Context: an optimization exercise on an open-source flow, tuned for small area, a short achievable clock period and few clock cycles. The choices shown serve that exercise and are no tape-out recipe. No run shown here included a check of the RTL's function; only the layout flow was run. Power figures rest on the tool's default switching activity, not on a simulated workload.

$ cat flow/config.mk
export PLATFORM = sky130hd
export DESIGN_NAME = LBP
export DESIGN_NICKNAME = LBP
export VERILOG_FILES = /design/flow/design.v
export SDC_FILE = /design/flow/constraint.sdc
export NUM_CORES = 4
export LEC_CHECK = 0
export CAP_MARGIN = 20
export CORE_MARGIN = 2
export CORE_UTILIZATION = 40
export CTS_BUF_LIST = sky130_fd_sc_hd__clkbuf_8 sky130_fd_sc_hd__clkbuf_4
export CTS_CLUSTER_DIAMETER = 100
export CTS_CLUSTER_SIZE = 40
export SETUP_SLACK_MARGIN = 2.3
export SLEW_MARGIN = 20
$ cat flow/constraint.sdc
create_clock -name core_clock -period 4.0 [get_ports {clk}]
set_input_delay 0.8000 -clock core_clock [delete_from_list [all_inputs] [get_ports {clk}]]
set_output_delay 0.8000 -clock core_clock [all_outputs]
set_load 0.01 [all_outputs]
$ cat flow/design.v
`timescale 1ns/10ps
module LBP ( clk, reset, gray_addr, gray_req, gray_data, lbp_addr, lbp_write, lbp_data, finish);
input   	clk;
input   	reset;
output  [5:0] 	gray_addr;
output        	gray_req;
input   	[7:0] 	gray_data;
output reg [5:0] 	lbp_addr;
output reg 		lbp_write;
output reg [7:0] 	lbp_data;
output  	finish;
reg [6:0] cnt;
wire [2:0] r = cnt[5:3];
wire [2:0] c = cnt[2:0];
assign gray_addr = cnt[5:0];
assign gray_req  = 1'b1;
assign finish    = cnt[6];
always @(posedge clk or posedge reset)
begin
	if (reset) cnt <= 7'd0;
	else if (!cnt[6]) cnt <= cnt + 7'd1;
end
reg [7:0] s1, s2, s3, s4, s5, s6, s7, s8, s9;
wire [7:0] n = gray_data;     
wire [7:0] a = s9;            
wire [7:0] b = s8;            
wire [7:0] cc = s7;           
wire [7:0] d = s1;            
always @(posedge clk)
begin
	s1 <= n; s2 <= s1; s3 <= s2; s4 <= s3; s5 <= s4;
	s6 <= s5; s7 <= s6; s8 <= s7; s9 <= s8;
end
reg [3:0] l0_1, l0_2, l0_3, l0_4, l0_5, l0_6, l0_7, l0_8, l0_9;
reg [7:0] l4;
reg [1:0] l5;
reg       l6;
function [1:0] cmp;
	input [7:0] x, y;
	reg [7:0] g, e;
	reg [3:0] g2, e2;
	reg [1:0] g4, e4;
	begin
		g = x & ~y;
		e = ~(x ^ y);
		g2 = {g[7] | e[7] & g[6], g[5] | e[5] & g[4], g[3] | e[3] & g[2], g[1] | e[1] & g[0]};
		e2 = {e[7] & e[6], e[5] & e[4], e[3] & e[2], e[1] & e[0]};
		g4 = {g2[3] | e2[3] & g2[2], g2[1] | e2[1] & g2[0]};
		e4 = {e2[3] & e2[2], e2[1] & e2[0]};
		cmp = {g4[1] | e4[1] & g4[0], e4[1] & e4[0]};
	end
endfunction
wire [1:0] ca = cmp(a, n);
wire [1:0] cb = cmp(b, n);
wire [1:0] cc2 = cmp(cc, n);
wire [1:0] cd = cmp(d, n);
wire a_ge = ca[1] | ca[0], n_ge_a = ~ca[1];
wire b_ge = cb[1] | cb[0], n_ge_b = ~cb[1];
wire c_ge = cc2[1] | cc2[0], n_ge_c = ~cc2[1];
wire d_ge = cd[1] | cd[0], n_ge_d = ~cd[1];
always @(posedge clk)
begin
	l0_1 <= {d_ge, c_ge, b_ge, a_ge};
	l0_2 <= l0_1; l0_3 <= l0_2; l0_4 <= l0_3; l0_5 <= l0_4;
	l0_6 <= l0_5; l0_7 <= l0_6; l0_8 <= l0_7; l0_9 <= l0_8;
	l4 <= {l4[6:0], n_ge_d};
	l5 <= {l5[0], n_ge_c};
	l6 <= n_ge_b;
	lbp_data <= {n_ge_a, l6, l5[1], l4[7], l0_9};
	lbp_addr <= {r - 3'd1, c - 3'd1};
end
always @(posedge clk or posedge reset)
begin
	if (reset) lbp_write <= 1'b0;
	else lbp_write <= !cnt[6] && (r >= 3'd2) && (c >= 3'd2);
end
endmodule
$ cat flow/run.sh
#!/bin/bash
# synth_recipe.tcl (not shown) runs the flow's synth.tcl, then flattens the netlist and writes it again
# the make line also repeats each setting of config.mk as NAME=value (left out here)
make -C /OpenROAD-flow-scripts/flow DESIGN_CONFIG=/design/flow/config.mk WORK_HOME=/design/flow/orfs CLKGATE_MAP_FILE= SYNTH_SCRIPT=/design/flow/synth_recipe.tcl finish
==> metrics.md, run 1 <==
| Metric | Value |
|---|---|
| Hold Crit Class | reg -> reg |
| GP Congestion | 0.747 |
| CTS Root Cell | clkbuf_8 |
| Final number of setup-violating endpoints | 0 |
| Max VDD drop | 0.245 mV |
| Clk sinks | 141 |
| Clk slew on worst S/H paths | approximately 0.07 ns |
| Hpwl dp | 3340 um |
| Port Buffer Count | 31 |
| Critical path endpoint category | output pin |
| Die Footprint | about 10000 um2 |
| Post-Route Utilization | roughly 54% |
| Fin. Hold Viols | 0 |
| Starting Density | 41.2% |
| Place WS | approximately 1.6 ns |
| DRT iter0 DRCs | 47 |
| Total grt overflow | 0 |
| Mapped Nets | approximately 320 |
| Final #Nets | 377 |
| Crit path max-delay cell type | dfrtp_2 |
| Crit path DAT | between 0.9 and 1 ns |
| Cell Area, Synth | roughly 3800 um2 |
| Fill cell count | 800 |
| Syn. warnings | 1 |
| Gr usage total | a little under an eighth |
| Commonest non-fill, non-tap cell in the layout | dfxtp_1 |
| DR vias | 2036 |
| Largest net degree at the start of global routing | 17 |
| Synthesis-to-layout area growth | 30.1% |
| Die height | between 100 and 150 um |
| Fin worst setup slack | roughly 2.2 ns |
| Drt total wl | between 5000 and 6000 um |
| Number of I/O pins | 33 |
| Setup TNS | 0 ns |
| CP Class | reg -> out |
| CTS buffer count | 17 |
| Number of synthesized register bits | 141 |
| Power Total | approximately 2900 uW |
| CP cell instances | buf_6 |
| Crit-path max cell delay | approximately 0.43 ns |
| Vias per inst | ~4.3 |
| Layout cells sized above 1 | a little under a third |
| CTS tree | done |
| Synth unique cells | 20 |
| Number of max-cap violations | 0 |
| Cell area after layout | just under 5000 um2 |
| Tcrit/Tclk final | about 44% |
| Ant. Diodes | 0 |
| Syn Area/Cell | around 14 um2 |
| Final ANT Viol Nets | 0 |
| Placed instance area | about 4300 um2 |
| Core Box Area | ~9000 um2 |
| Min Tclk post-route | 1.76 ns |
| Crit path launch type | register |
| Clock Path Buffers | 2 |
| Post-synthesis sequential area ratio | between 70 and 80% |
| Outcome | finished clean |
| Remaining DRCs | 0 |
| Fmax | approximately 570 MHz |
| Vias in the first global route | between 2000 and 2500 |
| PwrDens | roughly 600 nW/um2 |
| CP required | 3.20 ns |
| Layout Skew | about 0.0071 ns |
| Die W | roughly 100 um |
| Later-pin clock latency in the skew report | just over 0.4 ns |
| Maximum fanout along the worst path | 2 |
| RSZ-0062 raised after global routing | yes |
| Most frequent cells in the layout | dfxtp_1, ha_1, clkbuf_8, nand2_1, buf_2 |
| First-pass GRT wire length | 8940 um |
| Site Rows | 35 |
| Pre-antenna DRT Iters | 4 |
| Synth Instances | 270 |
| Static Leak | between 0.002 and 0.0025 uW |
| Delay-heaviest family, CP | flip-flops |
| Max-slew violation count | 0 |
| Htree depth | 4 |
| Buf+Inv Stages, Crit Path | 1 |
| Initial antenna violation count | 0 |
| WL/cell | 11.2 um |
==> repair_timing <==
item | CTS | global route
pin swaps | 3 | 5
hold endpoints to repair | 0 | 0
hold buffers | 0 | 0
setup endpoints to repair | 30 | 23
setup buffers | 9 | 2
resized for setup | 139 | 14
==> worst paths after layout <==
kind,start,endpoint,depth (start not counted),slack [ns]
min in group asynchronous,reset,lbp_write$_DFF_PP0_,2,0.63
hold / removal,l0_2[0]$_DFF_P_,l0_3[0]$_DFF_P_,0,0.32
setup reg to reg,s7[7]$_DFF_P_,l0_1[2]$_DFF_P_,4,2.81
max in group asynchronous,reset,cnt[3]$_DFFE_PP0N_,2,3.11
hold reg to reg,l0_2[0]$_DFF_P_,l0_3[0]$_DFF_P_,0,0.32
setup / recovery,cnt[4]$_DFFE_PP0N_,gray_addr[4],1,2.24
==> per-layer routing <==
| layer | GRT usage [%] | vias up | wire length [um] |
|---|---|---|---|
| li1 | - | 1028 | - |
| met1 | 13.5 | 945 | 2380 |
| met2 | 17.9 | 50 | 2410 |
| met3 | 6.63 | 13 | 318 |
| met4 | 5.82 | 0 | 144 |
| met5 | 0 | - | 0 |
==> cells by family (layout without fill, tap and decap cells) <==
group / count (synthesis) / in the layout / synth area share, %
DFF: 141 / 141 / 75.2
AOI/OAI and AO/OA: 38 / 38 / 5.59
adders and majority gates: 37 / 37 / 12.2
and+or+nand+nor: 30 / 30 / 3.68
buffers and inverters: 16 / 88 / 1.68
xor gates and xnor gates: 7 / 7 / 1.61
other: 1 / 1 / 0.0985
==> Yosys cell counts <==
master / n / area [um2]
a21o_1: 4 / 30.0
a21oi_1: 20 / 100
buf_4: 1 / 7.51
conb_1: 1 / 3.75
dfrtp_1: 8 / 200
dfxtp_1: 133 / 2660
ha_1: 37 / 463
inv_1: 15 / 56.3
nand2_1: 13 / 48.8
nand2b_1: 1 / 6.26
nand3_1: 2 / 10.0
nand4_1: 6 / 37.5
nor2_1: 5 / 18.8
nor2b_2: 1 / 8.76
nor3_1: 2 / 10.0
o211ai_1: 4 / 30.0
o21ai_0: 9 / 45.0
o21bai_1: 1 / 7.51
xnor2_1: 5 / 43.8
xor2_1: 2 / 17.5
==> layout make-up <==
| cell class | instances | area (um2) | area share, % |
|---|---|---|---|
| clock buffer | 18 | 241 | 4.87 |
| clock inverter | 13 | 213 | 4.29 |
| inverter | 15 | 61.3 | 1.24 |
| multi-input combinational | 113 | 1070 | 21.6 |
| sequential | 141 | 2870 | 58.0 |
| tap | 129 | 161 | 3.26 |
| timing repair buffer | 42 | 335 | 6.77 |
==> registers in the layout, indices dropped and copies added, names as in the netlist, 6 cells and up <==
signal	cells
s1	8
s8	8
s2	8
s9	8
s7	8
lbp_data	8
s5	8
s6	8
s4	8
l4	8
lbp_addr	6
cnt	7
s3	8
==> report_power, final <==
part	internal [uW]	switching, uW
combinational	65.5	70.2
sequential	1520	30.5
clock	753	513
==> metrics by stage <==
step                hold WS [ns]  std cells
global placement           0.310        429
global route               0.327        471
floorplan                  0.310        270
CTS                        0.326        469
detailed placement         0.312        429
finish                     0.325        471
==> run 2, diff against run 1 <==
--- a/flow/config.mk
+++ b/flow/config.mk
@@ -9,3 +9,3 @@
 export CORE_MARGIN = 2
-export CORE_UTILIZATION = 40
+export CORE_UTILIZATION = 55
 export CTS_BUF_LIST = sky130_fd_sc_hd__clkbuf_8 sky130_fd_sc_hd__clkbuf_4
@@ -13,3 +13,3 @@
 export CTS_CLUSTER_SIZE = 40
-export SETUP_SLACK_MARGIN = 2.3
+export SETUP_SLACK_MARGIN = 2.2
 export SLEW_MARGIN = 20
==> run 2 against run 1 <==
Compared with the run above: worst hold slack got worse by 0.0013 ns; cell count decreased by 11%; sequential share of layout area up 2.1 points; die area fell by 26%; final area down 3.7%; critical path depth rose by 5; maximum frequency fell by 0.75%; first-iteration DRC count up 11%; core utilization grew 17 points; sequential cell count unchanged; combinational power fell by 4%; critical endpoint is now l0_1[1]$_DFF_P_.
==> metrics.md, run 2 <==
| Metric | Value |
|---|---|
| Final number of setup-violating endpoints | 0 (unchanged) |
| RSZ-0062 raised after global routing | yes |
| GRT met2 Usage | 23.9% (+6.1 points) |
| Static Leak | 0.00213 uW (-1.7%) |
| CTS buffer count | 17 (unchanged) |
| Htree depth | 4 (unchanged) |
| Number of enable flip-flop cells after synthesis | 0 (unchanged) |
| Count leader, synth | dfxtp_1 |
| Mapped Nets | 317 (unchanged) |
| Power Total | 2800 uW (-5.2%) |
| Fill cell count | 490 (-39%) |
| Hold_buf cts | 0 (unchanged) |
| Grt peak-use layer | met2 |
| Fin. Hold Viols | 0 (unchanged) |
| Core Box Area | 6760 um2 (-27%) |
| Synthesis-to-layout area growth | 25.4% |
| CP Class | in -> reg |
| DR vias | 2010 (-1.3%) |
| Area contributors post-synth | dfxtp_1, ha_1, dfrtp_1 |
| Max-slew violation count | 0 (unchanged) |
| PwrDens | 586 nW/um2 (-1.5%) |
| GP Congestion | 0.753 (+0.84%) |
| Clock Path Buffers | 2 (unchanged) |
| Post-synthesis async set-or-reset flop share | 5.67% (unchanged) |
| Crit-path max cell delay | 0.49 ns (+0.06 ns) |
| Place WS | 1.60 ns (-0.0414 ns) |
| GRT met3 Usage | 6.82% (+0.20 points) |
| Synth unique cells | 20 (unchanged) |
| Clk sinks | 141 (unchanged) |
| Later-pin clock latency in the skew report | 0.42 ns (about the same) |
| Gr usage total | 15.2% (+3.4 points) |
| Max VDD drop | 0.446 mV (+82%) |
| Largest net degree at the start of global routing | 17 (unchanged) |
| First-pass GRT wire length | 8350 um (-6.6%) |
| Maximum fanout along the worst path | 4 (+2) |
| Number of synthesized register bits | 141 (unchanged) |
| Total grt overflow | 0 (unchanged) |
| Clk slew on worst S/H paths | 0.08 ns (about the same) |
| Ant. Diodes | 0 (unchanged) |
| Final #Nets | 374 (-0.80%) |
| Layout Skew | 0.00946 ns (+0.00233 ns) |
| Hpwl dp | 3400 um (+1.7%) |
| Post-synth top area cell | dfxtp_1 |
| Setup TNS | 0 ns (unchanged) |
| Post-synth top cells | dfxtp_1, ha_1, a21oi_1 |
| Main flop type after synthesis | dfxtp_1 |
| Fmax | 563 MHz (-0.75%) |
| Pre-antenna DRT Iters | 4 (unchanged) |
| Vias in the first global route | 1936 (-3.6%) |
| Fin worst setup slack | 2.22 ns (-0.0133 ns) |
| WL/cell | 12.3 um (+11%) |
| Hold Crit Class | reg -> reg |
| Crit path DAT | 2.09 ns (+1.13 ns) |
| Remaining DRCs | 0 (unchanged) |
| Crit path launch type | input pin |
| Number of max-cap violations | 0 (unchanged) |
| Min Tclk post-route | 1.78 ns (+0.0133 ns) |
| Die W | 87.2 um (-14%) |
| Post-synthesis sequential area ratio | 75.2% (unchanged) |
| Starting Density | 56.4% (+15 points) |
| Met1 Use GR | 17.3% (+3.8 points) |
| CTS tree | done |
| Syn Area/Cell | 14.1 um2 (unchanged) |
| Crit path max-delay cell type | clkdlybuf4s50_1 |
| DRT iter0 DRCs | 52 (+11%) |
| Cell Area, Synth | 3810 um2 (unchanged) |
| Drt total wl | 5170 um (-1.6%) |
| Number of I/O pins | 33 (unchanged) |
| Site Rows | 30 (-14%) |
| Layout cells sized above 1 | 26.5% (-4.7 points) |
| Commonest non-fill, non-tap cell in the layout | dfxtp_1 |
| Syn. warnings | 1 (unchanged) |
| Final ANT Viol Nets | 0 (unchanged) |
| Synth top area share | 69.9% (unchanged) |
| CTS Root Cell | clkbuf_8 |
| Critical path endpoint category | register |
| Die height | 87.2 um (-14%) |
| Tcrit/Tclk final | 44.4% (+0.33 points) |
| Synth Instances | 270 (unchanged) |
| CP required | 4.31 ns (+1.11 ns) |
| R2r setup slk | 2.81 ns (about the same) |
| Outcome | finished clean |
| Port Buffer Count | 31 (unchanged) |
| Vias per inst | 4.80 (+11%) |
| Most frequent cells in the layout | dfxtp_1, ha_1, clkbuf_8, nand2_1, clkbuf_2 |
| CP cell instances | clkdlybuf4s50_1, inv_2, ha_1, a21oi_1, o21ai_0, a21o_1 |
| Die Footprint | 7600 um2 (-26%) |
| Initial antenna violation count | 0 (unchanged) |
| Fin Hold WS | 0.323 ns (-0.00127 ns) |
-- run 2: cell counts after synthesis --
Identical to the previous run, type by type.
-- run 2: routing by layer --
metal	up-vias	wire (um)
met2	47	2530
met5	-	0
met1	931	2280
met3	11	257
met4	0	95
li1	1021	-
-- run 2: cells by family (layout without fill, tap and decap cells) --
| logic type | after synthesis | in the layout | share of synthesized area [%] |
|---|---|---|---|
| other | 1 | 1 | 0.0985 |
| adders and majority gates | 37 | 37 | 12.2 |
| xor gates and xnor gates | 7 | 7 | 1.61 |
| DFF | 141 | 141 | 75.2 |
| AOI/OAI and AO/OA | 38 | 38 | 5.59 |
| buffers and inverters | 16 | 85 | 1.68 |
| and+or+nand+nor | 30 | 30 | 3.68 |
-- run 2: metrics by stage --
step | cells | cell area [um2] | util, %
3_5_place_dp | 380 | 4210 | 62.3
6_report | 419 | 4770 | 70.6
2_1_floorplan | 270 | 3810 | -
3_3_place_gp | 380 | 4210 | 62.3
5_1_grt | 419 | 4770 | 70.6
4_1_cts | 418 | 4750 | 70.3
-- run 2: cell type report --
type | instances | area (um2) | area share [%]
Clock buffer | 18 | 248 | 5.19
Multi-Input combinational cell | 113 | 1030 | 21.6
Sequential cell | 141 | 2870 | 60.1
Tap cell | 80 | 100 | 2.10
Timing Repair Buffer | 39 | 305 | 6.40
Inverter | 15 | 61.3 | 1.28
Clock inverter | 13 | 158 | 3.30
-- run 2: what timing repair did --
action | 4_1_cts | 5_1_grt
pin swaps | 2 | 1
endpoints found under the setup margin | 30 | 25
setup buffers | 7 | 1
gates resized for setup | 84 | 31
-- run 2: path summary, 6_finish.rpt --
| check | startpoint | to | depth (start not counted) |
|---|---|---|---|
| worst max register to register | s1[3]$_DFF_P_ | l0_1[3]$_DFF_P_ | 4 |
| min in group asynchronous | reset | lbp_write$_DFF_PP0_ | 2 |
| worst min-delay path | l6$_DFF_P_ | lbp_data[6]$_DFF_P_ | 0 |
| worst max-delay path | gray_data[7] | l0_1[1]$_DFF_P_ | 6 |
| worst min register to register | l6$_DFF_P_ | lbp_data[6]$_DFF_P_ | 0 |
| max in group asynchronous | reset | cnt[1]$_DFFE_PP0N_ | 2 |
-- run 2: worst max-delay path: cells and delay by family --
family	cells	cell delay, ns
buffers and inverters	2	0.56
AOI/OAI and AO/OA	3	0.43
adders and majority gates	1	0.29
-- run 2: power breakdown --
part / total, uW / internal (uW) / switching (uW)
combinational: 131 / 62.3 / 68.6
sequential: 1550 / 1520 / 29.3
clock: 1120 / 584 / 537
total: 2800 / 2160 / 635
==> run 3, diff against run 2 <==
--- a/flow/design.v
+++ b/flow/design.v
@@ -10,13 +10,18 @@
 output reg [7:0] 	lbp_data;
-output  	finish;
-reg [6:0] cnt;
+output reg 	finish;
+reg [5:0] cnt;
 wire [2:0] r = cnt[5:3];
 wire [2:0] c = cnt[2:0];
-assign gray_addr = cnt[5:0];
+wire last = (cnt == 6'd63);
+assign gray_addr = cnt;
 assign gray_req  = 1'b1;
-assign finish    = cnt[6];
 always @(posedge clk or posedge reset)
 begin
-	if (reset) cnt <= 7'd0;
-	else if (!cnt[6]) cnt <= cnt + 7'd1;
+	if (reset) cnt <= 6'd0;
+	else if (!last) cnt <= cnt + 6'd1;
+end
+always @(posedge clk)
+begin
+	finish <= last;
+	lbp_write <= !finish && (r >= 3'd2) && (c >= 3'd2);
 end
@@ -52,6 +57,3 @@
 endfunction
-wire [1:0] ca = cmp(a, n);
-wire [1:0] cb = cmp(b, n);
-wire [1:0] cc2 = cmp(cc, n);
-wire [1:0] cd = cmp(d, n);
+wire [1:0] ca = cmp(a, n), cb = cmp(b, n), cc2 = cmp(cc, n), cd = cmp(d, n);
 wire a_ge = ca[1] | ca[0], n_ge_a = ~ca[1];
@@ -71,7 +73,2 @@
 end
-always @(posedge clk or posedge reset)
-begin
-	if (reset) lbp_write <= 1'b0;
-	else lbp_write <= !cnt[6] && (r >= 3'd2) && (c >= 3'd2);
-end
 endmodule
--- a/flow/config.mk
+++ b/flow/config.mk
@@ -10,5 +10,5 @@
 export CORE_UTILIZATION = 55
-export CTS_BUF_LIST = sky130_fd_sc_hd__clkbuf_8 sky130_fd_sc_hd__clkbuf_4
-export CTS_CLUSTER_DIAMETER = 100
-export CTS_CLUSTER_SIZE = 40
+export CTS_BUF_LIST = sky130_fd_sc_hd__clkbuf_4
+export CTS_CLUSTER_DIAMETER = 60
+export CTS_CLUSTER_SIZE = 30
 export SETUP_SLACK_MARGIN = 2.2
==> run 3 against run 2 <==
Compared with the run above: clock power down 9%; sequential power about the same; synthesized cell count up 1.5%.
==> metrics.md, run 3 <==
| Metric | Value |
|---|---|
| Worst path most repeated cell | a21oi_1 |
| Count leader, synth | dfxtp_1 |
| Crit path DAT | 2.26 ns (+0.17 ns) |
| GP Congestion | 0.748 (-0.69%) |
| Remaining DRCs | 0 (unchanged) |
| Crit path launch type | input pin |
| Layout cells sized above 1 | 22.6% (-3.9 points) |
| Critical path endpoint category | register |
| R2r setup slk | 2.47 ns (-0.34 ns) |
| Hold Crit Class | reg -> reg |
| Synthesis-to-layout area growth | 20.2% |
| Later-pin clock latency in the skew report | 0.48 ns (+0.06 ns) |
| Static Leak | 0.00210 uW (-1.1%) |
| CTS buffer count | 17 (unchanged) |
| Number of max-cap violations | 0 (unchanged) |
| Hpwl dp | 3320 um (-2.2%) |
| Cell Area, Synth | 3830 um2 (+0.56%) |
| Tcrit/Tclk final | 46.8% (+2.4 points) |
| Port Buffer Count | 31 (unchanged) |
| Fin Hold WS | 0.326 ns (+0.00264 ns) |
| Commonest non-fill, non-tap cell in the layout | dfxtp_1 |
| First-pass GRT wire length | 8520 um (+2.1%) |
| Final #Nets | 376 (+0.53%) |
| Die height | 87.4 um (+0.27%) |
| Vias per inst | 4.81 (+0.36%) |
| Starting Density | 56.7% (+0.31 points) |
| DRT iter0 DRCs | 86 (+65%) |
| Fin. Hold Viols | 0 (unchanged) |
| PwrDens | 584 nW/um2 (-0.31%) |
| Synth unique cells | 24 (+20%) |
| Number of enable flip-flop cells after synthesis | 0 (unchanged) |
| Clock Path Buffers | 2 (unchanged) |
| Max VDD drop | 0.341 mV (-24%) |
| Syn. warnings | 1 (unchanged) |
| CP required | 4.39 ns (+0.08 ns) |
| Crit-path max cell delay | 0.47 ns (-0.02 ns) |
| Main flop type after synthesis | dfxtp_1 |
| Gr usage total | 15.4% (+0.19 points) |
| Total grt overflow | 0 (unchanged) |
| Core Box Area | 6760 um2 (unchanged) |
| RSZ-0062 raised after global routing | yes |
| CTS Root Cell | clkbuf_4 |
| CP cell instances | clkdlybuf4s50_1, inv_1, ha_1, a21oi_1, o21ai_0, a21oi_1 |
| Largest net degree at the start of global routing | 17 (unchanged) |
| Site Rows | 30 (unchanged) |
| Crit path max-delay cell type | clkdlybuf4s50_1 |
| Layout Skew | 0.0101 ns (+0.000671 ns) |
| Syn Area/Cell | 14.0 um2 (-0.91%) |
| Final ANT Viol Nets | 0 (unchanged) |
| Outcome | finished clean |
| Die W | 87.4 um (+0.27%) |
| Mapped Nets | 321 (+1.3%) |
| DR vias | 2022 (+0.60%) |
| Post-synthesis sequential area ratio | 74.5% (-0.68 points) |
| CP Class | in -> reg |
| Hold_buf cts | 0 (unchanged) |
| Vias in the first global route | 1969 (+1.7%) |
| CTS tree | done |
| Post-synth top area cell | dfxtp_1 |
| Synth top area share | 70.6% (+0.66 points) |
| Pre-antenna DRT Iters | 5 (+1) |
| Most frequent cells in the layout | dfxtp_1, ha_1, clkbuf_4, a21oi_1, buf_2 |
| Min Tclk post-route | 1.87 ns (+0.0979 ns) |
| Drt total wl | 5120 um (-0.95%) |
| Number of synthesized register bits | 141 (unchanged) |
| Die Footprint | 7640 um2 (+0.54%) |
| WL/cell | 12.2 um (-1.2%) |
| Delay-heaviest family, CP | compound AO/OA/AOI/OAI gates |
| Buf+Inv Stages, Crit Path | 2 (unchanged) |
| Max-slew violation count | 0 (unchanged) |
| Synth Instances | 274 (+1.5%) |
| Clk slew on worst S/H paths | 0.11 ns (+0.03 ns) |
| Initial antenna violation count | 0 (unchanged) |
| Clk sinks | 141 (unchanged) |
| Ant. Diodes | 0 (unchanged) |
| Post-synthesis async set-or-reset flop share | 4.26% (-1.4 points) |
| Post-synth top cells | dfxtp_1, ha_1, a21oi_1 |
| Htree depth | 4 (unchanged) |
| Final number of setup-violating endpoints | 0 (unchanged) |
| Setup TNS | 0 ns (unchanged) |
| Area contributors post-synth | dfxtp_1, ha_1, dfrtp_1 |
| Fmax | 534 MHz (-5.2%) |
| Maximum fanout along the worst path | 4 (unchanged) |
| Number of I/O pins | 33 (unchanged) |
==> run 3: cell count changes in the layout (fill, tap and decap cells not counted), moves of 11 or more <==
cell / delta
buf_2: +12
clkbuf_8: -18
clkbuf_4: +19
clkbuf_2: -11
==> run 3: what timing repair did <==
action	CTS	global route
buffers inserted	6	2
resized for setup	97	13
endpoints found under the setup margin	24	27
pin swaps	1	1
==> run 3: layout make-up <==
cell class	count	area, um2
Sequential cell	141	2860
Fill cell	494	2150
Multi-Input combinational cell	113	945
Timing Repair Buffer	39	298
Clock inverter	11	193
Clock buffer	19	143
Tap cell	80	100
Inverter	17	63.8
==> run 3: metrics by stage <==
stage / cells / setup WS (ns) / cell area, um2 / total power, uW / util, %
floorplan: 274 / 2.29 / 3830 / 1640 / -
global placement: 382 / 1.67 / 4220 / 1690 / 62.4
detailed placement: 382 / 1.63 / 4220 / 1700 / 62.4
CTS: 418 / 2.12 / 4510 / 2710 / 66.8
global route: 420 / 2.07 / 4600 / 2820 / 68.1
finish: 420 / 2.13 / 4600 / 2690 / 68.1
==> run 3: path summary, 6_finish.rpt <==
kind                                         start            endpoint  depth (start not counted)
worst max register to register  cnt[1]$_DFFE_PP0N_  cnt[0]$_DFFE_PP0N_                          5
min in group asynchronous                    reset  cnt[5]$_DFFE_PP0N_                          2
worst min register to register     l0_5[2]$_DFF_P_     l0_6[2]$_DFF_P_                          0
worst min-delay path               l0_5[2]$_DFF_P_     l0_6[2]$_DFF_P_                          0
worst max-delay path                  gray_data[1]          l6$_DFF_P_                          6
max in group asynchronous                    reset  cnt[2]$_DFFE_PP0N_                          2
==> run 3: kinds of logic (layout without fill, tap and decap cells) <==
| group | Yosys count | count (layout) | synth area share [%] |
|---|---|---|---|
| flops | 141 | 141 | 74.5 |
| compound gates | 38 | 38 | 5.49 |
| fa+ha+maj | 37 | 37 | 12.1 |
| simple gates | 30 | 30 | 3.82 |
| buf+inv | 20 | 86 | 2.29 |
| xor+xnor | 5 | 5 | 1.14 |
| mux | 2 | 2 | 0.556 |
| other cells | 1 | 1 | 0.0979 |
==> run 3: metal layers <==
| metal | vias to the layer above | wire [um] | track usage [%] |
|---|---|---|---|
| li1 | 1031 | - | - |
| met1 | 930 | 2340 | 16.8 |
| met3 | 9 | 257 | 8.06 |
| met2 | 52 | 2430 | 24.4 |
| met4 | 0 | 96 | 7.41 |
| met5 | - | 0 | 0 |
==> run 3: power by group <==
part | switching, uW | leakage [uW] | total (uW) | internal, uW
combinational | 63.3 | 0.000725 | 118 | 55.1
sequential | 28.9 | 0.00120 | 1550 | 1520
clock | 457 | 0.000176 | 1020 | 568
total | 549 | 0.00210 | 2690 | 2140
==> run 4, diff against run 3 <==
==> flow/flow/run.sh (new file) <==
#!/bin/bash
# The standard layout, with plain buf_4 cells as the port buffers instead of
# the slow delay cells buffer_ports picks by default.
set -euo pipefail
export BUFFER_PORTS_ARGS="-buffer_cell sky130_fd_sc_hd__buf_4"
bash standard.sh > standard.log 2>&1
==> flow/standard.sh (new file) <==
#!/bin/bash
# synth_recipe.tcl (not shown) runs the flow's synth.tcl, then flattens the netlist and writes it again
# the make line also repeats each setting of config.mk as NAME=value (left out here)
make -C /OpenROAD-flow-scripts/flow DESIGN_CONFIG=/design/flow/config.mk WORK_HOME=/design/flow/orfs CLKGATE_MAP_FILE= SYNTH_SCRIPT=/design/flow/synth_recipe.tcl "${@:-finish}"
--- a/flow/config.mk
+++ b/flow/config.mk
@@ -10,5 +10,5 @@
 export CORE_UTILIZATION = 55
-export CTS_BUF_LIST = sky130_fd_sc_hd__clkbuf_4
-export CTS_CLUSTER_DIAMETER = 60
-export CTS_CLUSTER_SIZE = 30
+export CTS_BUF_LIST = sky130_fd_sc_hd__clkbuf_8 sky130_fd_sc_hd__clkbuf_4
+export CTS_CLUSTER_DIAMETER = 100
+export CTS_CLUSTER_SIZE = 40
 export SETUP_SLACK_MARGIN = 2.2
removed: flow/run.sh
==> run 4 against run 3 <==
Compared with the run above: synthesized area stayed put; sequential cell count stayed put; synthesized cell count is the same; worst setup slack better by 0.11 ns; core utilization up 0.94 points; global-route usage up 0.40 points; total power up 5.8%; highest routed layer unchanged; non-clock buffer count up 2; sequential power about the same; critical endpoint is now gray_addr[5]; worst hold slack worse by 0.036 ns.
==> metrics.md, run 4 <==
| Metric | Value |
|---|---|
| Outcome | finished clean |
| Number of synthesized register bits | 141 (unchanged) |
| Post-synthesis async set-or-reset flop share | 4.26% (unchanged) |
| Starting Density | 56.7% (unchanged) |
| Main flop type after synthesis | dfxtp_1 |
| DRT iter0 DRCs | 51 (-41%) |
| Clk slew on worst S/H paths | 0.08 ns (-0.03 ns) |
| Htree depth | 4 (unchanged) |
| Power Total | 2840 uW (+5.8%) |
| Crit path max-delay cell type | dfrtp_2 |
| Count leader, synth | dfxtp_1 |
| RSZ-0062 raised after global routing | yes |
| Reg2reg path depth | 6 (+1) |
| Port Buffer Count | 31 (unchanged) |
| Synth unique cells | 24 (unchanged) |
| Vias in the first global route | 1930 (-2.0%) |
| Post-synthesis sequential area ratio | 74.5% (unchanged) |
| Delay-heaviest family, CP | flip-flops |
| CTS tree | done |
| CP startpoint | cnt[5]$_DFFE_PP0N_ |
| Hold Crit Class | in -> async |
| Synth top area share | 70.6% (unchanged) |
| Final #Nets | 378 (+0.53%) |
| Site Rows | 30 (unchanged) |
| CTS buffer count | 17 (unchanged) |
| Maximum fanout along the worst path | 2 (-2) |
| Max-slew violation count | 0 (unchanged) |
| Syn. warnings | 1 (unchanged) |
| Min Tclk post-route | 1.76 ns (-0.111 ns) |
| Clock Path Buffers | 2 (unchanged) |
| Commonest non-fill, non-tap cell in the layout | dfxtp_1 |
| Pre-antenna DRT Iters | 4 (-1) |
| Most frequent cells in the layout | dfxtp_1, ha_1, buf_4, a21oi_1, clkbuf_8 |
| Core Box Area | 6760 um2 (unchanged) |
| CP Class | reg -> out |
| Crit-path max cell delay | 0.42 ns (-0.05 ns) |
| Synth Instances | 274 (unchanged) |
| DR vias | 2018 (-0.20%) |
| Layout Skew | 0.00786 ns (-0.00227 ns) |
| Crit path launch type | register |
| Post-synth top cells | dfxtp_1, ha_1, a21oi_1 |
| Vias per inst | 4.76 (-1.1%) |
| Layout cells sized above 1 | 23.0% (+0.32 points) |
| R2r setup slk | 2.35 ns (-0.12 ns) |
| Mapped Nets | 321 (unchanged) |
| Critical path endpoint category | output pin |
| Fin worst setup slack | 2.24 ns (+0.111 ns) |
| First-pass GRT wire length | 8490 um (-0.33%) |
| Ant. Diodes | 0 (unchanged) |
| Post-synth top area cell | dfxtp_1 |
| Static Leak | 0.00217 uW (+3.3%) |
| Setup TNS | 0 ns (unchanged) |
| Final number of setup-violating endpoints | 0 (unchanged) |
| CP required | 3.20 ns (-1.19 ns) |
| Buf+Inv Stages, Crit Path | 1 (-1) |
| Worst R2R Start | cnt[1]$_DFFE_PP0N_ |
| Crit path DAT | 0.96 ns (-1.30 ns) |
| Fill cell count | 490 (-0.81%) |
| Place WS | 2.01 ns (+0.382 ns) |
| Syn Area/Cell | 14.0 um2 (unchanged) |
| Tcrit/Tclk final | 44.0% (-2.8 points) |
| Critical Path Sink | gray_addr[5] |
| Clk sinks | 141 (unchanged) |
| CTS Root Cell | clkbuf_8 |
| Stages on the worst setup path | 1 (-5) |
| Number of I/O pins | 33 (unchanged) |
| Total grt overflow | 0 (unchanged) |
| Hpwl dp | 3460 um (+4.2%) |
| Synthesis-to-layout area growth | 21.9% |
| Die Footprint | 7640 um2 (unchanged) |
| Die W | 87.4 um (unchanged) |
| R2R Path End | cnt[0]$_DFFE_PP0N_ |
| Later-pin clock latency in the skew report | 0.43 ns (-0.05 ns) |
| Fmax | 568 MHz (+6.3%) |
| Number of max-cap violations | 0 (unchanged) |
| WL/cell | 12.4 um (+1.8%) |
| GP Congestion | 0.726 (-3.0%) |
| Fin. Hold Viols | 0 (unchanged) |
| Gr usage total | 15.8% (+0.40 points) |
| Max VDD drop | 0.363 mV (+6.4%) |
| PwrDens | 610 nW/um2 (+4.4%) |
| Hold_buf cts | 0 (unchanged) |
| Drt total wl | 5260 um (+2.7%) |
| Cell Area, Synth | 3830 um2 (unchanged) |
| Final ANT Viol Nets | 0 (unchanged) |
| Die height | 87.4 um (unchanged) |
| Largest net degree at the start of global routing | 17 (unchanged) |
| Number of enable flip-flop cells after synthesis | 0 (unchanged) |
| CP cell instances | buf_6 |
| Remaining DRCs | 0 (unchanged) |
| Initial antenna violation count | 0 (unchanged) |
| Area contributors post-synth | dfxtp_1, ha_1, dfrtp_1 |
run 4: worst register-to-register path: cells and delay by family (launching register included):
family / cells / cell delay [ns]
simple gates: 2 / 0.55
flops: 1 / 0.37
fa+ha+maj: 1 / 0.23
buf+inv: 2 / 0.22
xor+xnor: 1 / 0.17
run 4: final cells by class:
| class | count | area [um2] | area share, % |
|---|---|---|---|
| clock buffers | 18 | 248 | 5.31 |
| clock inverters | 14 | 183 | 3.92 |
| inverters | 17 | 63.8 | 1.37 |
| multi-input cells | 113 | 888 | 19.0 |
| flip-flops and latches | 141 | 2860 | 61.2 |
| well taps | 80 | 100 | 2.15 |
| repair buffers | 41 | 327 | 7.00 |
run 4: cell families (layout without fill, tap and decap cells):
logic type,Yosys count,count (layout),synth area share [%]
AOI/OAI and AO/OA,38,38,5.49
xor gates and xnor gates,5,5,1.14
adders and majority gates,37,37,12.1
buffers and inverters,20,90,2.29
DFF,141,141,74.5
muxes,2,2,0.556
other,1,1,0.0979
and+or+nand+nor,30,30,3.82
run 4: where the power goes:
group | leakage [uW] | switching, uW | internal [uW]
clock | 0.000212 | 545 | 646
sequential | 0.00120 | 28.9 | 1520
combinational | 0.000758 | 58.5 | 50.9
run 4: worst min path at each step:
stage                                from                 end  slack, ns  cells after the start
after floorplan           l0_1[0]$_DFF_P_     l0_2[0]$_DFF_P_       0.31                      0
after detailed placement    s2[5]$_DFF_P_       s3[5]$_DFF_P_       0.31                      0
final                               reset  cnt[3]$_DFFE_PP0N_       0.29                      2
after global placement    l0_7[3]$_DFF_P_     l0_8[3]$_DFF_P_       0.31                      0
after CTS                           reset  cnt[3]$_DFFE_PP0N_       0.26                      2
after global routing                reset  cnt[0]$_DFFE_PP0N_       0.28                      2
run 4: per-stage QoR:
step | hold WS [ns] | util, % | cell area [um2] | std cells
5_1_grt | 0.279 | 69.1 | 4670 | 424
6_report | 0.290 | 69.1 | 4670 | 424
2_1_floorplan | 0.310 | - | 3830 | 274
3_5_place_dp | 0.312 | 61.2 | 4140 | 382
3_3_place_gp | 0.310 | 61.2 | 4140 | 382
4_1_cts | 0.264 | 68.4 | 4620 | 420
run 4: metal layers:
metal	vias to the layer above	wire length [um]	global-route usage (%)
li1	1026	-	-
met1	936	2230	16.0
met2	46	2660	25.8
met3	10	294	9.29
met4	0	80	7.55
met5	-	0	0
run 4: repair_timing:
item	in CTS	in global routing
endpoints found under the setup margin	6	6
buffers inserted	6	4
gates resized for setup	5	3
==> run 5, diff against run 4 <==
==> flow/flow/run.sh (replaced) <==
#!/bin/bash
# The standard layout, with plain buf_2 cells as the port buffers instead of
# the slow delay cells buffer_ports picks by default.
set -euo pipefail
export BUFFER_PORTS_ARGS="-buffer_cell sky130_fd_sc_hd__buf_2"
bash standard.sh > standard.log 2>&1
==> run 5 against run 4 <==
Compared with the run above: worst hold slack got worse by 0.012 ns; still clean; cell count down 0.47%; wire length is 4.6% lower; critical path depth unchanged.
==> metrics.md, run 5 <==
| Metric | Value |
|---|---|
| Outcome | finished clean |
| R2r setup slk | 2.34 ns (about the same) |
| Critical path endpoint category | output pin |
| Total grt overflow | 0 (unchanged) |
| CP cell instances | buf_6 |
| Placed instance area | 4060 um2 (-1.9%) |
| Setup TNS | 0 ns (unchanged) |
| Final number of setup-violating endpoints | 0 (unchanged) |
| RSZ-0062 raised after global routing | yes |
| CP Class | reg -> out |
| Syn Area/Cell | 14.0 um2 (unchanged) |
| Die height | 87.4 um (unchanged) |
| Ant. Diodes | 0 (unchanged) |
| First-pass GRT wire length | 8120 um (-4.4%) |
| Number of synthesized register bits | 141 (unchanged) |
| Sw frac | 24.4% (+2.2 points) |
| Crit path max-delay cell type | dfrtp_2 |
| GP Congestion | 0.733 (+0.99%) |
| Final std cells w/o fill | 422 (-0.47%) |
| Stages on the worst setup path | 1 (unchanged) |
| Vias per inst | 4.73 (-0.57%) |
| Remaining DRCs | 0 (unchanged) |
| Synth unique cells | 24 (unchanged) |
| Max VDD drop | 0.378 mV (+4.3%) |
| Logic pwr share | 3.7% (about the same) |
| Crit path launch type | register |
| Max-slew violation count | 0 (unchanged) |
| Cell area after layout | 4540 um2 (-2.6%) |
| Number of enable flip-flop cells after synthesis | 0 (unchanged) |
| Hpwl dp | 3390 um (-1.8%) |
| Commonest non-fill, non-tap cell in the layout | dfxtp_1 |
| Starting Density | 56.7% (unchanged) |
| Cell Area, Synth | 3830 um2 (unchanged) |
| CTS tree | done |
| Post-synthesis async set-or-reset flop share | 4.26% (unchanged) |
| Fin. Hold Viols | 0 (unchanged) |
| Reg2reg path depth | 6 (unchanged) |
| Synth Instances | 274 (unchanged) |
| CTS buffer count | 17 (unchanged) |
| Hold Crit Class | in -> async |
| Area of the multi-input gates | 888 um2 (unchanged) |
| Clk sinks | 141 (unchanged) |
| Drt total wl | 5020 um (-4.6%) |
| Largest net degree at the start of global routing | 17 (unchanged) |
| Most frequent cells in the layout | dfxtp_1, ha_1, buf_2, a21oi_1, clkbuf_8 |
| Initial antenna violation count | 0 (unchanged) |
| Post-synthesis sequential area ratio | 74.5% (unchanged) |
| Main flop type after synthesis | dfxtp_1 |
| Clock power frac | 40.4% (-1.4 points) |
| Register area | 2860 um2 (unchanged) |
| Maximum fanout along the worst path | 2 (unchanged) |
| Switching pwr | 674 uW (+6.6%) |
| Clk slew on worst S/H paths | 0.08 ns (about the same) |
| Crit-path max cell delay | 0.43 ns (about the same) |
| Synth top area share | 70.6% (unchanged) |
| Worst R2R Start | cnt[1]$_DFFE_PP0N_ |
| Gr usage total | 15.0% (-0.80 points) |
| Buf+Inv Stages, Crit Path | 1 (unchanged) |
| Synthesis-to-layout area growth | 18.7% |
| Number of max-cap violations | 0 (unchanged) |
| Later-pin clock latency in the skew report | 0.43 ns (about the same) |
| Internal cell power | 2090 uW (-5.8%) |
| Core Box Area | 6760 um2 (unchanged) |
| Inst Count DP | 382 (unchanged) |
| Delay-heaviest family, CP | flip-flops |
| Pre-antenna DRT Iters | 4 (unchanged) |
| Fill cell count | 506 (+3.3%) |
| Layout cells sized above 1 | 22.5% (-0.45 points) |
| Final #Nets | 376 (-0.53%) |
| Syn. warnings | 1 (unchanged) |
| Final ANT Viol Nets | 0 (unchanged) |
| Htree depth | 4 (unchanged) |
| R2R Path End | cnt[0]$_DFFE_PP0N_ |
| Port Buffer Count | 31 (unchanged) |
| Hold_buf cts | 0 (unchanged) |
| Fmax | 562 MHz (-1.1%) |
| Site Rows | 30 (unchanged) |
| Die W | 87.4 um (unchanged) |
| Die Footprint | 7640 um2 (unchanged) |
| CTS Root Cell | clkbuf_8 |
| Tcrit/Tclk final | 44.5% (+0.47 points) |
| WL/cell | 11.9 um (-4.1%) |
| PwrDens | 607 nW/um2 (-0.41%) |
| DRT iter0 DRCs | 56 (+9.8%) |
| DR vias | 1997 (-1.0%) |
| Layout Skew | 0.00864 ns (+0.000778 ns) |
| Area contributors post-synth | dfxtp_1, ha_1, dfrtp_1 |
| Mapped Nets | 321 (unchanged) |
| Clock Path Buffers | 2 (unchanged) |
| Crit path DAT | 0.98 ns (+0.02 ns) |
| Post-synth top cells | dfxtp_1, ha_1, a21oi_1 |
| Number of I/O pins | 33 (unchanged) |
| Static Leak | 0.00212 uW (-2.2%) |
| Min Tclk post-route | 1.78 ns (+0.0188 ns) |
| CP required | 3.20 ns (about the same) |
| Post-synth top area cell | dfxtp_1 |
| Seq pwr share | 55.9% (+1.6 points) |
| Count leader, synth | dfxtp_1 |
| Vias in the first global route | 1880 (-2.6%) |
[run 5: routing by layer]
metal / up-vias / wire length, um / global-route usage [%]
li1: 1031 / - / -
met1: 898 / 2200 / 16.1
met2: 57 / 2430 / 23.5
met3: 11 / 291 / 7.20
met4: 0 / 100 / 9.37
met5: - / 0 / 0
[run 5: how the worst max path moves through the flow]
stage	start	end	slack (ns)
detailed placement	gray_data[1]	l0_1[0]$_DFF_P_	2.00
global placement	gray_data[1]	l0_1[0]$_DFF_P_	2.03
CTS	cnt[1]$_DFFE_PP0N_	gray_addr[1]	2.20
floorplan	gray_data[3]	l0_1[2]$_DFF_P_	2.29
finish	cnt[1]$_DFFE_PP0N_	gray_addr[1]	2.22
global route	cnt[1]$_DFFE_PP0N_	gray_addr[1]	2.18
[run 5: logic make-up (layout without fill, tap and decap cells)]
group,count (synthesis),count (layout),synth area share [%]
adder cells (fa/ha/maj),37,37,12.1
other,1,1,0.0979
XOR/XNOR,5,5,1.14
flip-flops,141,141,74.5
multiplexers,2,2,0.556
AND/OR/NAND/NOR,30,30,3.82
buffers and inverters,20,88,2.29
AO/OA/AOI/OAI,38,38,5.49
[run 5: timing repair]
item	CTS	global route
endpoints found under the setup margin	6	4
resized for setup	5	1
setup buffers	6	2
[run 5: stage by stage]
stage | power, uW | utilization [%] | hold WS [ns] | setup slack, ns
detailed placement | 1680 | 60.1 | 0.312 | 2.00
floorplan | 1640 | - | 0.310 | 2.29
global placement | 1680 | 60.1 | 0.310 | 2.03
finish | 2760 | 67.3 | 0.278 | 2.22
global route | 2880 | 67.3 | 0.264 | 2.18
CTS | 2800 | 66.9 | 0.263 | 2.20
[run 5: cell type report]
| cell class | count | area share (%) |
|---|---|---|
| flip-flops and latches | 141 | 62.9 |
| multi-input cells | 113 | 19.5 |
| clock buffers | 17 | 5.15 |
| repair buffers | 39 | 5.15 |
| clock inverters | 15 | 3.69 |
| well taps | 80 | 2.20 |
| inverters | 17 | 1.40 |
[run 5: power groups by stage]
stage                     sequential [uW]  combinational, uW  clock (uW)
after floorplan                      1570               63.1           0
after global placement               1580               99.9           0
after detailed placement             1580                103           0
after CTS                            1550                104        1150
after global routing                 1560                119        1210
final                                1540                102        1110
==> run 6, diff against run 5 <==
--- a/flow/config.mk
+++ b/flow/config.mk
@@ -13,3 +13,3 @@
 export CTS_CLUSTER_SIZE = 40
-export SETUP_SLACK_MARGIN = 2.2
+export SETUP_SLACK_MARGIN = 2.35
 export SLEW_MARGIN = 20
==> run 6 against run 5 <==
Compared with the run above: still clean; synthesized cell count is the same; core utilization increased by 0.57 points; total power shrank 1.3%; global-route usage up 0.13 points; largest cell class unchanged; largest power group unchanged.
==> metrics.md, run 6 <==
| Metric | Value |
|---|---|
| Layout cells sized above 1 | 25.1% (+2.6 points) |
| Count leader, synth | dfxtp_1 |
| Worst R2R Start | cnt[1]$_DFFE_PP0N_ |
| Later-pin clock latency in the skew report | 0.42 ns (about the same) |
| Post-synthesis async set-or-reset flop share | 4.26% (unchanged) |
| Mapped Nets | 321 (unchanged) |
| Final number of setup-violating endpoints | 0 (unchanged) |
| Clk sinks | 141 (unchanged) |
| Crit-path max cell delay | 0.42 ns (about the same) |
| R2R Path End | cnt[0]$_DFFE_PP0N_ |
| Vias in the first global route | 1848 (-1.7%) |
| Die W | 87.4 um (unchanged) |
| Ant. Diodes | 0 (unchanged) |
| Final #Nets | 377 (+0.27%) |
| CTS Root Cell | clkbuf_8 |
| WL/cell | 11.5 um (-3.6%) |
| Post-Route Utilization | 67.8% (+0.57 points) |
| Area contributors post-synth | dfxtp_1, ha_1, dfrtp_1 |
| Starting Density | 56.7% (unchanged) |
| Maximum fanout along the worst path | 2 (unchanged) |
| Fin Hold WS | 0.285 ns (+0.00745 ns) |
| First-pass GRT wire length | 8110 um (-0.17%) |
| Setup TNS | 0 ns (unchanged) |
| Number of max-cap violations | 0 (unchanged) |
| Pre-antenna DRT Iters | 4 (unchanged) |
| Syn. warnings | 1 (unchanged) |
| Crit path DAT | 0.96 ns (-0.02 ns) |
| Clk slew on worst S/H paths | 0.08 ns (about the same) |
| Crit path launch type | register |
| Hpwl dp | 3360 um (-0.96%) |
| Die height | 87.4 um (unchanged) |
| Most frequent cells in the layout | dfxtp_1, ha_1, buf_2, clkbuf_8 |
| PwrDens | 594 nW/um2 (-2.1%) |
| GP Congestion | 0.733 (about the same) |
| Critical path endpoint category | output pin |
| Final ANT Viol Nets | 0 (unchanged) |
| Htree depth | 4 (unchanged) |
| Post-synth top area cell | dfxtp_1 |
| Port Buffer Count | 31 (unchanged) |
| Core Box Area | 6760 um2 (unchanged) |
| Main flop type after synthesis | dfxtp_1 |
| CTS tree | done |
| Clock Path Buffers | 2 (unchanged) |
| CP cell instances | buf_6 |
| Largest net degree at the start of global routing | 17 (unchanged) |
| Cell area after layout | 4580 um2 (+0.85%) |
| Delay-heaviest family, CP | flip-flops |
| Post-synthesis sequential area ratio | 74.5% (unchanged) |
| Tcrit/Tclk final | 44.0% (-0.49 points) |
| RSZ-0062 raised after global routing | yes |
| Hold Crit Class | in -> async |
| Synth Instances | 274 (unchanged) |
| Drt total wl | 4850 um (-3.3%) |
| R2r setup slk | 2.39 ns (+0.05 ns) |
| Initial antenna violation count | 0 (unchanged) |
| Fin. Hold Viols | 0 (unchanged) |
| Number of I/O pins | 33 (unchanged) |
| Remaining DRCs | 0 (unchanged) |
| Buf+Inv Stages, Crit Path | 1 (unchanged) |
| Number of synthesized register bits | 141 (unchanged) |
| Post-synth top cells | dfxtp_1, ha_1, a21oi_1 |
| Synthesis-to-layout area growth | 19.7% |
| Synth unique cells | 24 (unchanged) |
| Max VDD drop | 0.358 mV (-5.2%) |
| DRT iter0 DRCs | 50 (-11%) |
| Synth top area share | 70.6% (unchanged) |
| Min Tclk post-route | 1.76 ns (-0.0196 ns) |
| Crit path max-delay cell type | dfrtp_2 |
| DR vias | 2012 (+0.75%) |
| Cell Area, Synth | 3830 um2 (unchanged) |
| Total grt overflow | 0 (unchanged) |
| Outcome | finished clean |
| Site Rows | 30 (unchanged) |
| Commonest non-fill, non-tap cell in the layout | dfxtp_1 |
| Die Footprint | 7640 um2 (unchanged) |
| Static Leak | 0.00213 uW (about the same) |
| CP Class | reg -> out |
| Power Total | 2720 uW (-1.3%) |
| Reg2reg path depth | 6 (unchanged) |
| Placed instance area | 4080 um2 (+0.46%) |
| Vias per inst | 4.76 (+0.51%) |
| Layout Skew | 0.00805 ns (-0.000584 ns) |
| Syn Area/Cell | 14.0 um2 (unchanged) |
| Max-slew violation count | 0 (unchanged) |
| CTS buffer count | 17 (unchanged) |
| Gr usage total | 15.1% (+0.13 points) |
| CP required | 3.20 ns (about the same) |
| Fmax | 568 MHz (+1.1%) |
| Number of enable flip-flop cells after synthesis | 0 (unchanged) |
-- run 6: cell counts after synthesis --
No cell type changed its count.
-- run 6: worst max-delay path by stage --
stage / start / endpoint / slack (ns) / depth (start not counted)
3_3_place_gp: gray_data[1] / l0_1[2]$_DFF_P_ / 2.05 / 6
3_5_place_dp: gray_data[1] / l0_1[3]$_DFF_P_ / 2.04 / 6
5_1_grt: cnt[2]$_DFFE_PP0N_ / gray_addr[2] / 2.19 / 1
2_1_floorplan: gray_data[3] / l0_1[2]$_DFF_P_ / 2.32 / 5
4_1_cts: cnt[5]$_DFFE_PP0N_ / gray_addr[5] / 2.21 / 1
6_report: cnt[5]$_DFFE_PP0N_ / gray_addr[5] / 2.24 / 1
-- run 6: stage by stage --
step                std cells  worst slack [ns]
CTS                       420              2.21
detailed placement        382              2.04
global placement          382              2.05
global route              423              2.19
floorplan                 274              2.32
finish                    423              2.24
-- run 6: layout make-up --
type | count | area, um2
Clock buffer | 17 | 234
Clock inverter | 15 | 151
Fill cell | 499 | 2170
Inverter | 17 | 63.8
Multi-Input combinational cell | 113 | 907
Sequential cell | 141 | 2860
Tap cell | 80 | 100
Timing Repair Buffer | 40 | 267
-- run 6: what timing repair did --
action                                  in CTS  in global routing
hold buffers                                 0                  0
setup buffers                                6                  3
endpoints found under the setup margin      22                 22
gates resized for setup                      8                  5
-- run 6: where the power goes --
group / total, uW / internal, uW / switching [uW]
combinational: 107 / 46.6 / 59.9
clock: 1070 / 513 / 559
sequential: 1540 / 1520 / 28.8
total: 2720 / 2080 / 648
-- run 6: metal layers --
layer / GRT usage, % / part of all wire (%) / vias to the layer above
li1: - / - / 1031
met1: 16.4 / 44 / 924
met2: 23.3 / 49 / 45
met3: 8.34 / 5.0 / 12
met4: 8.39 / 2.0 / 0
met5: 0 / 0 / -
-- run 6: cells by family (layout without fill, tap and decap cells) --
kind of cell | after synthesis | after routing | share of synthesized area [%]
fa+ha+maj | 37 | 37 | 12.1
other cells | 1 | 1 | 0.0979
flops | 141 | 141 | 74.5
xor+xnor | 5 | 5 | 1.14
simple gates | 30 | 30 | 3.82
mux | 2 | 2 | 0.556
compound gates | 38 | 38 | 5.49
buf+inv | 20 | 89 | 2.29
==> run 7, diff against run 6 <==
--- a/flow/config.mk
+++ b/flow/config.mk
@@ -13,3 +13,3 @@
 export CTS_CLUSTER_SIZE = 40
-export SETUP_SLACK_MARGIN = 2.35
+export SETUP_SLACK_MARGIN = 2.5
 export SLEW_MARGIN = 20
==> run 7 against run 6 <==
Compared with the run above: still clean on timing, DRC and antenna; first-iteration DRC count down 20%; via count down 0.75%; clock power up 7%; sequential share of layout area down 0.85 points; maximum frequency up 0.79%; sequential cell count unchanged; largest power group unchanged.
==> metrics.md, run 7 <==
| Metric | Value |
|---|---|
| Outcome | finished clean |
| CTS Root Cell | clkbuf_8 |
| Fin. Hold Viols | 0 (unchanged) |
| Tcrit/Tclk final | 43.7% (-0.34 points) |
| CP cell instances | buf_6 |
| Die W | 87.4 um (unchanged) |
| Site Rows | 30 (unchanged) |
| Ant. Diodes | 0 (unchanged) |
| Vias per inst | 4.71 (-0.98%) |
| Clk slew on worst S/H paths | 0.07 ns (about the same) |
| Post-synth top cells | dfxtp_1, ha_1, a21oi_1 |
| Static Leak | 0.00214 uW (+0.89%) |
| Port Buffer Count | 31 (unchanged) |
| Area contributors post-synth | dfxtp_1, ha_1, dfrtp_1 |
| Starting Density | 56.7% (unchanged) |
| Htree depth | 4 (unchanged) |
| Remaining DRCs | 0 (unchanged) |
| Vias in the first global route | 1903 (+3.0%) |
| RSZ-0062 raised after global routing | yes |
| CP required | 3.20 ns (about the same) |
| Die Footprint | 7640 um2 (unchanged) |
| Commonest non-fill, non-tap cell in the layout | dfxtp_1 |
| Largest net degree at the start of global routing | 17 (unchanged) |
| Count leader, synth | dfxtp_1 |
| Core Box Area | 6760 um2 (unchanged) |
| Later-pin clock latency in the skew report | 0.42 ns (about the same) |
| Fmax | 572 MHz (+0.79%) |
| Layout cells sized above 1 | 27.6% (+2.5 points) |
| Clock Path Buffers | 2 (unchanged) |
| GP Congestion | 0.762 (+4.0%) |
| Delay-heaviest family, CP | flip-flops |
| Post-synthesis async set-or-reset flop share | 4.26% (unchanged) |
| Crit path max-delay cell type | dfrtp_2 |
| CTS tree | done |
| Post-synthesis sequential area ratio | 74.5% (unchanged) |
| Fill cell count | 502 (+0.60%) |
| DR vias | 1997 (-0.75%) |
| Number of enable flip-flop cells after synthesis | 0 (unchanged) |
| Number of I/O pins | 33 (unchanged) |
| Hold_buf cts | 0 (unchanged) |
| WL/cell | 11.6 um (+0.85%) |
| Post-synth top area cell | dfxtp_1 |
| Setup TNS | 0 ns (unchanged) |
| Hold Crit Class | in -> async |
| Post-Route Utilization | 68.8% (+1.0 points) |
| Final ANT Viol Nets | 0 (unchanged) |
| Min Tclk post-route | 1.75 ns (-0.0137 ns) |
| Layout Skew | 0.0105 ns (+0.00249 ns) |
| Synth Instances | 274 (unchanged) |
| Total grt overflow | 0 (unchanged) |
| PwrDens | 601 nW/um2 (+1.2%) |
| Crit path launch type | register |
| Syn. warnings | 1 (unchanged) |
| Crit path DAT | 0.95 ns (about the same) |
| First-pass GRT wire length | 8230 um (+1.5%) |
| Synth top area share | 70.6% (unchanged) |
| Final #Nets | 378 (+0.27%) |
| CTS buffer count | 17 (unchanged) |
| Gr usage total | 15.0% (-0.062 points) |
| Max-slew violation count | 0 (unchanged) |
| Final number of setup-violating endpoints | 0 (unchanged) |
| Pre-antenna DRT Iters | 4 (unchanged) |
| Crit-path max cell delay | 0.42 ns (about the same) |
| Most frequent cells in the layout | dfxtp_1, ha_1, buf_2, clkbuf_8, a21oi_1 |
| Clk sinks | 141 (unchanged) |
| Maximum fanout along the worst path | 2 (unchanged) |
| Buf+Inv Stages, Crit Path | 1 (unchanged) |
| Cell Area, Synth | 3830 um2 (unchanged) |
| Number of synthesized register bits | 141 (unchanged) |
| CP Class | reg -> out |
| Number of max-cap violations | 0 (unchanged) |
| Die height | 87.4 um (unchanged) |
| Synth unique cells | 24 (unchanged) |
| Drt total wl | 4910 um (+1.1%) |
| DRT iter0 DRCs | 40 (-20%) |
| Max VDD drop | 0.274 mV (-24%) |
| Main flop type after synthesis | dfxtp_1 |
| Syn Area/Cell | 14.0 um2 (unchanged) |
| Synthesis-to-layout area growth | 21.5% |
| Mapped Nets | 321 (unchanged) |
| Critical path endpoint category | output pin |
| Hpwl dp | 3310 um (-1.5%) |
| Initial antenna violation count | 0 (unchanged) |
==> run 7: cell count changes in the layout (fill, tap and decap cells not counted), moves of 2 or more <==
cell       change
inv_6          -4
bufinv_16      +2
clkinv_4       +3
inv_2          +3
inv_8          -3
clkbuf_4       +2
inv_1          -3
==> run 7: worst paths after layout <==
| check | start | to | slack [ns] | depth (start not counted) |
|---|---|---|---|---|
| worst max-delay path | cnt[2]$_DFFE_PP0N_ | gray_addr[2] | 2.25 | 1 |
| worst min-delay path | reset | cnt[4]$_DFFE_PP0N_ | 0.29 | 2 |
| worst max register to register | cnt[1]$_DFFE_PP0N_ | cnt[0]$_DFFE_PP0N_ | 2.54 | 6 |
| worst min register to register | l0_7[0]$_DFF_P_ | l0_8[0]$_DFF_P_ | 0.32 | 0 |
| max in group asynchronous | reset | cnt[5]$_DFFE_PP0N_ | 3.50 | 2 |
| min in group core_clock | l0_7[0]$_DFF_P_ | l0_8[0]$_DFF_P_ | 0.32 | 0 |
==> run 7: area by class of cell <==
| class | instances | area [um2] | area share (%) |
|---|---|---|---|
| Clock buffer | 19 | 249 | 5.35 |
| Multi-Input combinational cell | 113 | 928 | 20.0 |
| Clock inverter | 13 | 166 | 3.58 |
| Sequential cell | 141 | 2860 | 61.6 |
| Timing Repair Buffer | 41 | 280 | 6.03 |
| Tap cell | 80 | 100 | 2.15 |
| Inverter | 17 | 63.8 | 1.37 |
==> run 7: timing repair <==
| action | CTS | global route |
|---|---|---|
| resized for setup | 12 | 12 |
| buffers inserted | 6 | 4 |
| hold endpoints to repair | 0 | 0 |
| pin swaps | 0 | 0 |
| endpoints found under the setup margin | 25 | 31 |
==> run 7: worst reg2reg max path: stages (launching register included) <==
cell and delay (ns):
dfrtp_2 0.38, buf_4 0.10, buf_4 0.13, ha_4 0.14
nand3_4 0.08, or3_4 0.38, xnor2_1 0.14
==> run 7: kinds of logic (layout without fill, tap and decap cells) <==
family	count (synthesis)	count (layout)	share of synthesized area [%]
AO/OA/AOI/OAI	38	38	5.49
XOR/XNOR	5	5	1.14
adder cells (fa/ha/maj)	37	37	12.1
buffers and inverters	20	90	2.29
flip-flops	141	141	74.5
multiplexers	2	2	0.556
other	1	1	0.0979
AND/OR/NAND/NOR	30	30	3.82
==> run 7: per-layer routing <==
metal  wire length (um)  global-route usage, %  part of all wire (%)  up-vias
met1               2260                   16.5                    46      915
met3                253                   8.25                   5.2        4
met5                  0                      0                     0        -
met4                 43                   7.97                  0.88        0
li1                   -                      -                     -     1029
met2               2350                   23.3                    48       49
==> run 7: where the power goes <==
part	switching [uW]	total, uW	leakage [uW]	internal, uW
Combinational	60.7	109	0.000737	48.7
Sequential	27.4	1540	0.00120	1520
Clock	508	1140	0.000204	634
Total	596	2800	0.00214	2200
==> run 7: metrics by stage <==
stage               worst slack [ns]  power [uW]  area (um2)  hold slack, ns  cells
detailed placement              2.01        1680        4080           0.312    382
floorplan                       2.32        1640        3850           0.310    274
CTS                             2.21        2830        4580           0.265    420
finish                          2.25        2800        4650           0.290    424
global placement                2.03        1680        4080           0.310    382
global route                    2.19        2930        4650           0.273    424

==> afterwards: timing with drivers on the ports <==
Ports are ideal in the flow. The routed layouts listed here were re-timed in OpenROAD.
Step 1 assumes that a clkbuf_16 drives the clock port and a buf_2 every other input.
Step 2 also shifts input and output timing later by t, the mid clock arrival at the registers, as if the neighbouring blocks saw the same clock.
Slacks: ideal ports / drivers / drivers and shift; pairs: ideal ports / drivers.
| run | t, ns | slack for setup (ns) | clock arrival spread, ns |
|---|---|---|---|
| run 1 | 0.441 | 2.238 / 2.208 / 1.872 | 0.011 / 0.011 |
| run 2 | 0.443 | 2.225 / 2.210 / 1.785 | 0.013 / 0.013 |
| run 3 | 0.507 | 2.127 / 2.126 / 1.625 | 0.012 / 0.012 |
| run 4 | 0.454 | 2.238 / 2.209 / 2.022 | 0.010 / 0.010 |
| run 5 | 0.458 | 2.219 / 2.188 / 2.030 | 0.013 / 0.013 |
| run 6 | 0.453 | 2.239 / 2.208 / 2.062 | 0.012 / 0.012 |
| run 7 | 0.441 | 2.253 / 2.224 / 2.119 | 0.012 / 0.011 |
After both steps setup and hold are still met in every run listed. The setup slack of run 3, which loses most, moves by -0.001 ns with the drivers and by -0.502 ns with both steps.
